What follows belongs to an exercise in optimizing a design on an open flow for small area, a short achievable clock period and few clock cycles; a production flow would make more cautious choices. Only simulation tests tie the RTL to the original design; equivalence was not proved. Power figures rest on the tool's default switching activity, not on a simulated workload.

== try-pepper ==
## dm_cache_controller
module dm_cache_controller (
    input clk,
    input rst,
    input               cpu_req_valid_i,
    input               cpu_req_rw_i,
    input [31:0]        cpu_req_addr_i,
    input [31:0]        cpu_req_data_i,
    output              cpu_data_ready_o,
    output [31:0]       cpu_data_o,
    input               mem_ready_i,
    input  [127:0]      mem_data_i,
    output              mem_req_valid_o,
    output              mem_req_rw_o,
    output [31:0]       mem_req_addr_o,
    output [127:0]      mem_req_data_o
);
For scale: ~2,700 flip-flops, about 390 I/O pins, roughly 99,000 um2 of cells after synthesis.
Settings: LEC_CHECK=0, CAP_MARGIN=20, CORE_MARGIN=2, CORE_UTILIZATION=40, SLEW_MARGIN=20; clock period 5.0 ns.
run.sh (not shown) runs the stock make flow with config.mk's settings and CLKGATE_MAP_FILE= SYNTH_SCRIPT=/design/flow/synth_recipe.tcl, a recipe that flattens the netlist after the stock synthesis.
Testbench counts of try-pepper, summed over its fixed seeds: cycles 54,992.
Relative to try-pepper, the following input files were edited for try-raven:
Settings: SETUP_SLACK_MARGIN newly set to 2.0; CTS_CLUSTER_SIZE newly set to 24; CTS_CLUSTER_DIAMETER newly set to 60; CORE_UTILIZATION changed from 40 to 55.
### Flow results
Timing endpoint of the critical path: data_r[19] -> try-pepper, wait_wb -> try-raven
| cell count | lower: try-raven |
Delta (try-raven minus try-pepper): post-layout worst setup margin +0.51 ns, maximum level of the CTS H-tree now sits lower, design area stayed essentially flat, met1 capacity usage during global routing climbed 16 points, wire length went up by 13 mm.
Compared with try-pepper, in try-raven via count has increased; worst hold slack lost 0.015 ns.
Compared with try-pepper, try-raven shows switching part of the total power higher by 2.1 points.
Cell with the largest stage delay on the worst path = nor3b_1: try-raven; cell with the largest stage delay on the worst path = nor2b_4: try-pepper
Input changes introduced in try-juniper (baseline for comparison: try-raven):
Settings: a change of CORE_UTILIZATION from 55 to 40.
Notes after the runs:
Lower power after layout was reported by try-raven, not try-juniper. In terms of area of all sequential standard cells, try-raven and try-juniper differ only marginally. Diff try-raven -> try-juniper | clock group share of total power | increase of 1.6 points. Looking at combinational group share of total power across try-juniper and try-raven, the one that comes out lower is try-juniper. try-juniper: summed area of non-filler cells in the final layout is about 0.5% higher than what try-raven reported. Between try-juniper and try-raven, count of cells along the worst register-to-register path is higher for try-juniper, try-raven comes in under that. Looking at sequential share of layout area across try-juniper and try-raven, the one that comes out higher is try-raven. try-juniper and try-raven ended up with roughly the same share of synthesized cell area in and, or, nand and nor gates. Inverter count (try-juniper over try-raven): decrease, 15%.

oak:
The RTL this note starts from:
==> flow/design.v <==
module dm_cache_tag (
    input           clk,
    input           rst,
    input  [15:0]   req_line,      
    input           req_valid,
    input           req_write,
    input  [23:0]   req_tag,
    input  [15:0]   fill_line,     
    input           fill,
    input           fill_dirty,
    output [383:0]  tags,
    output [15:0]   valid,
    output [15:0]   dirty
);
reg [23:0] tag_mem [0:15];
reg [15:0] valid_r, dirty_r;
genvar i;
generate
    for (i = 0; i < 16; i = i + 1) begin : g_line
        always @(posedge clk)
            if (req_valid & req_line[i])
                tag_mem[i] <= req_tag;
        always @(posedge clk)
            if (rst)
                valid_r[i] <= 1'b0;
            else if (fill & fill_line[i])
                valid_r[i] <= 1'b1;
        always @(posedge clk)
            if (fill & fill_line[i])
                dirty_r[i] <= fill_dirty;
            else if (req_write & req_line[i])
                dirty_r[i] <= 1'b1;
        assign tags[i*24 +: 24] = tag_mem[i];
    end
endgenerate
assign valid = valid_r;
assign dirty = dirty_r;
endmodule
module dm_cache_data (
    input           clk,
    input  [15:0]   req_line,      
    input  [3:0]    req_word,      
    input           req_write,     
    input  [31:0]   req_data,
    input  [15:0]   fill_line,     
    input  [3:0]    fill_word,     
    input           fill,
    input  [127:0]  fill_data,
    output [2047:0] lines
);
reg [127:0] mem [0:15];
wire [127:0] din = fill ? fill_data : {4{req_data}};
genvar i, w;
generate
    for (i = 0; i < 16; i = i + 1) begin : g_line
        for (w = 0; w < 4; w = w + 1) begin : g_word
            always @(posedge clk)
                if ((fill & fill_line[i] & fill_word[w]) |
                    (req_write & req_line[i] & req_word[w]))
                    mem[i][w*32 +: 32] <= din[w*32 +: 32];
        end
        assign lines[i*128 +: 128] = mem[i];
    end
endgenerate
endmodule
`timescale 1ns/1ns
module dm_cache_controller (
    input clk,
    input rst,
    input               cpu_req_valid_i,
    input               cpu_req_rw_i,
    input [31:0]        cpu_req_addr_i,
    input [31:0]        cpu_req_data_i,
    output              cpu_data_ready_o,
    output [31:0]       cpu_data_o,
    input               mem_ready_i,
    input  [127:0]      mem_data_i,
    output              mem_req_valid_o,
    output              mem_req_rw_o,
    output [31:0]       mem_req_addr_o,
    output [127:0]      mem_req_data_o
);
wire [23:0] req_tag = cpu_req_addr_i[31:8];
wire [15:0] req_line = 16'b1 << cpu_req_addr_i[7:4];
wire [3:0]  req_word = 4'b1 << cpu_req_addr_i[3:2];
wire        req_write = cpu_req_valid_i & cpu_req_rw_i;
reg  [23:0] rtag;
reg  [3:0]  ridx;
reg  [3:0]  rword;       
reg         rrw;
reg         wait_wb;     
reg         wait_rd;     
reg         ready_r;
reg  [31:0] data_r;
reg         mvalid_r;
reg         mrw_r;
reg  [27:0] maddr_r;
reg  [127:0] mdata_r;
wire [383:0]  tags;
wire [15:0]   valid, dirty;
wire [2047:0] lines;
wire [15:0] rline = 16'b1 << ridx;
wire fill    = wait_rd & mem_ready_i;
wire wb_done = wait_wb & mem_ready_i;
reg  [127:0] line;
reg  [23:0]  vtag;
reg          vvalid, vdirty;
integer k;
always @(*) begin
    line = 128'b0;
    vtag = 24'b0;
    vvalid = 1'b0;
    vdirty = 1'b0;
    for (k = 0; k < 16; k = k + 1) begin
        line   = line   | (lines[k*128 +: 128] & {128{req_line[k]}});
        vtag   = vtag   | (tags[k*24 +: 24]    & {24{req_line[k]}});
        vvalid = vvalid | (valid[k] & req_line[k]);
        vdirty = vdirty | (dirty[k] & req_line[k]);
    end
end
reg hit;
always @(*) begin
    hit = 1'b0;
    for (k = 0; k < 16; k = k + 1)
        hit = hit | (req_line[k] & valid[k] & (tags[k*24 +: 24] == req_tag));
end
wire victim_dirty = vvalid & vdirty;
wire [31:0] req_word_data = (line[31:0]   & {32{req_word[0]}}) | (line[63:32]  & {32{req_word[1]}}) |
                            (line[95:64]  & {32{req_word[2]}}) | (line[127:96] & {32{req_word[3]}});
wire [31:0] fill_word_data = (mem_data_i[31:0]   & {32{rword[0]}}) | (mem_data_i[63:32]  & {32{rword[1]}}) |
                             (mem_data_i[95:64]  & {32{rword[2]}}) | (mem_data_i[127:96] & {32{rword[3]}});
assign cpu_data_ready_o = ready_r;
assign cpu_data_o       = data_r;
assign mem_req_valid_o  = mvalid_r | wb_done;
assign mem_req_rw_o     = mrw_r;
assign mem_req_addr_o   = {maddr_r, 4'b0};
assign mem_req_data_o   = mdata_r;
dm_cache_tag cache_tag (
    .clk(clk),
    .rst(rst),
    .req_line(req_line),
    .req_valid(cpu_req_valid_i),
    .req_write(req_write),
    .req_tag(req_tag),
    .fill_line(rline),
    .fill(fill),
    .fill_dirty(rrw),
    .tags(tags),
    .valid(valid),
    .dirty(dirty)
);
dm_cache_data cache_data (
    .clk(clk),
    .req_line(req_line),
    .req_word(req_word),
    .req_write(req_write),
    .req_data(cpu_req_data_i),
    .fill_line(rline),
    .fill_word(rrw ? ~rword : 4'b1111),
    .fill(fill),
    .fill_data(mem_data_i),
    .lines(lines)
);
always @(posedge clk) begin
    if (cpu_req_valid_i) begin
        rtag  <= req_tag;
        ridx  <= cpu_req_addr_i[7:4];
        rword <= req_word;
        rrw   <= cpu_req_rw_i;
    end
end
always @(posedge clk) begin
    data_r  <= fill ? fill_word_data : req_word_data;
    mdata_r <= line;
    maddr_r <= cpu_req_valid_i ? (victim_dirty ? {vtag, cpu_req_addr_i[7:4]} : cpu_req_addr_i[31:4])
                               : {rtag, ridx};
    mrw_r   <= cpu_req_valid_i & victim_dirty;
end
always @(posedge clk) begin
    if (rst) begin
        ready_r  <= 1'b0;
        mvalid_r <= 1'b0;
        wait_wb  <= 1'b0;
        wait_rd  <= 1'b0;
    end else begin
        ready_r  <= (cpu_req_valid_i & hit) | fill;
        mvalid_r <= cpu_req_valid_i & ~hit;
        if (cpu_req_valid_i & ~hit) begin
            wait_wb <= victim_dirty;
            wait_rd <= ~victim_dirty;
        end else if (wb_done) begin
            wait_wb <= 1'b0;
            wait_rd <= 1'b1;
        end else if (fill)
            wait_rd <= 1'b0;
    end
end
endmodule
Settings: LEC_CHECK=0, CAP_MARGIN=20, CORE_MARGIN=2, CORE_UTILIZATION=40, CTS_CLUSTER_DIAMETER=60, CTS_CLUSTER_SIZE=24, SETUP_SLACK_MARGIN=2.2, SLEW_MARGIN=20; clock period 5.0 ns.
standard.sh (not shown) runs the stock make flow with config.mk's settings and CLKGATE_MAP_FILE= SYNTH_SCRIPT=/design/flow/synth_recipe.tcl, a recipe that flattens the netlist after the stock synthesis.
==> flow/flow/run.sh <==
#!/bin/bash
# Standard layout (the standard.sh: standard synthesis and the ORFS flow),
# with two changes: the port buffers are plain buffers instead of delay
# buffers, and clock tree synthesis inserts no dummy loads.
set -euo pipefail
export BUFFER_PORTS_ARGS="-buffer_cell sky130_fd_sc_hd__buf_1"
export CTS_ARGS="-sink_clustering_enable -repair_clock_nets -sink_clustering_size 24 -sink_clustering_max_diameter 60 -buf_list sky130_fd_sc_hd__clkbuf_16 -dont_use_dummy_load"
bash standard.sh > flow_standard.log 2>&1
Testbench counts of oak, summed over its fixed seeds: cycles 54,992.
Setup changes, oak to pine
==> flow/run.sh (new file) <==
#!/bin/bash
# synth_recipe.tcl (not shown) runs the flow's synth.tcl, then flattens the netlist and writes it again
# the make line also repeats each setting of config.mk as NAME=value (left out here)
make -C /OpenROAD-flow-scripts/flow DESIGN_CONFIG=/design/flow/config.mk WORK_HOME=/design/flow/orfs CLKGATE_MAP_FILE= SYNTH_SCRIPT=/design/flow/synth_recipe.tcl finish
removed: flow/flow/run.sh
removed: flow/standard.sh
Findings:
The setup slack of pine is larger than that of oak. The overall power after layout in pine is 1.06 times that in oak. Reported for oak and pine, die area turned out identical to the last digit. Changes observed in pine relative to oak: fmax moved up; met2 layer usage reported by global route moved down. Diff oak -> pine | clock-buffer cell count | up by a little under 10%. Relative to oak, the buffers inserted during post-CTS setup optimization of pine is higher by about 0.8%. Looking at transition at the pin with the smallest max-transition slack across oak and pine, the one that comes out lower is oak.
## Diff of input files: birch against pine
# pine
export LEC_CHECK = 0
export CAP_MARGIN = 20
export CORE_MARGIN = 2
export CORE_UTILIZATION = 40
export CTS_CLUSTER_DIAMETER = 60
export CTS_CLUSTER_SIZE = 24
export SETUP_SLACK_MARGIN = 2.2
export SLEW_MARGIN = 20
create_clock -name core_clock -period 5.0 [get_ports {clk}]
# birch
export LEC_CHECK = 0
export CAP_MARGIN = 20
export CORE_MARGIN = 2
export CORE_UTILIZATION = 50
export CTS_CLUSTER_DIAMETER = 60
export CTS_CLUSTER_SIZE = 24
export PLACE_DENSITY = 0.65
export SETUP_SLACK_MARGIN = 2.2
export SLEW_MARGIN = 20
create_clock -name core_clock -period 5.0 [get_ports {clk}]
## What came out
Between pine and birch, the flow reports pin count of the biggest net entering global routing increasing by more than a quarter. Delta (birch minus pine): count of clock-buffer cells in the layout went up; measured slew at the worst slew-check pin shows a reduction of 0.16 ns. Fmax: birch vs pine down about 0.9%. Measured against each other, birch and pine differ in die footprint, the lower figure coming from birch. Diff birch and pine: total buffers and inverters traversed by the critical path higher in birch. birch vs. pine: number of sequential storage elements closely matched the old numbers; number of flops mapped to enable cells by yosys shows no meaningful change. [birch vs pine] sequential share of layout area: higher in birch.
The following lists how maple was set up differently from birch:
# birch
export LEC_CHECK = 0
export CAP_MARGIN = 20
export CORE_MARGIN = 2
export CORE_UTILIZATION = 50
export CTS_CLUSTER_DIAMETER = 60
export CTS_CLUSTER_SIZE = 24
export PLACE_DENSITY = 0.65
export SETUP_SLACK_MARGIN = 2.2
export SLEW_MARGIN = 20
create_clock -name core_clock -period 5.0 [get_ports {clk}]
# maple
export LEC_CHECK = 0
export CAP_MARGIN = 20
export CORE_MARGIN = 2
export CORE_UTILIZATION = 40
export CTS_CLUSTER_DIAMETER = 60
export CTS_CLUSTER_SIZE = 24
export SETUP_SLACK_MARGIN = 2.5
export SLEW_MARGIN = 20
create_clock -name core_clock -period 5.0 [get_ports {clk}]
==> flow/flow/run.sh (new file) <==
#!/bin/bash
# Standard layout (the standard.sh: standard synthesis and the ORFS flow),
# with two changes: the port buffers are plain buffers instead of delay
# buffers, and clock tree synthesis inserts no dummy loads.
set -euo pipefail
export BUFFER_PORTS_ARGS="-buffer_cell sky130_fd_sc_hd__buf_1"
export CTS_ARGS="-sink_clustering_enable -repair_clock_nets -sink_clustering_size 24 -sink_clustering_max_diameter 60 -buf_list sky130_fd_sc_hd__clkbuf_16 -dont_use_dummy_load"
bash standard.sh > flow_standard.log 2>&1
==> flow/standard.sh (new file) <==
#!/bin/bash
# synth_recipe.tcl (not shown) runs the flow's synth.tcl, then flattens the netlist and writes it again
# the make line also repeats each setting of config.mk as NAME=value (left out here)
make -C /OpenROAD-flow-scripts/flow DESIGN_CONFIG=/design/flow/config.mk WORK_HOME=/design/flow/orfs CLKGATE_MAP_FILE= SYNTH_SCRIPT=/design/flow/synth_recipe.tcl "${@:-finish}"
removed: flow/run.sh
Notes after the runs:
- maple against birch; post-layout total power is down by a few percent.
- Changes observed in maple relative to birch: arrival time of the worst setup path -0.11 ns, clock-buffer cell count now smaller.

==> static timing again, ports no longer ideal <==
Ports are ideal in the flow. The routed layouts listed here were re-timed in OpenROAD. Step 1 (the two cells are an assumption about what drives the block):
set clk [get_ports {clk}]
set_driving_cell -lib_cell sky130_fd_sc_hd__clkbuf_16 $clk
set_driving_cell -lib_cell sky130_fd_sc_hd__buf_2 [delete_from_list [all_inputs] $clk]
Step 2 times the ports against the registers' clock, not the clock port: input delays grow and output delays shrink by t, the midpoint of the rising clock arrivals with the driver on. Slacks: ideal ports / drivers / drivers and shift; pairs: ideal ports / drivers.
run	t, ns	setup slack, ns	worst setup path after step 2	latest minus earliest clock arrival (ns)
try-pepper	1.032	1.014 / 1.078 / 0.047	input to register	0.100 / 0.101
try-raven	0.951	1.524 / 1.400 / 0.449	input to register	0.043 / 0.042
try-juniper	0.957	1.645 / 1.541 / 0.584	input to register	0.066 / 0.066
oak	0.927	1.931 / 1.870 / 0.942	input to register	0.163 / 0.163
pine	0.952	2.046 / 1.794 / 0.842	input to register	0.098 / 0.098
birch	0.953	2.020 / 1.962 / 1.010	input to register	0.061 / 0.061
maple	0.954	2.054 / 1.769 / 0.815	input to register	0.159 / 0.159
After both steps setup and hold are still met in every run listed. For maple, which loses most, drivers alone change the setup slack by -0.285 ns; drivers and shift together by -1.239 ns.
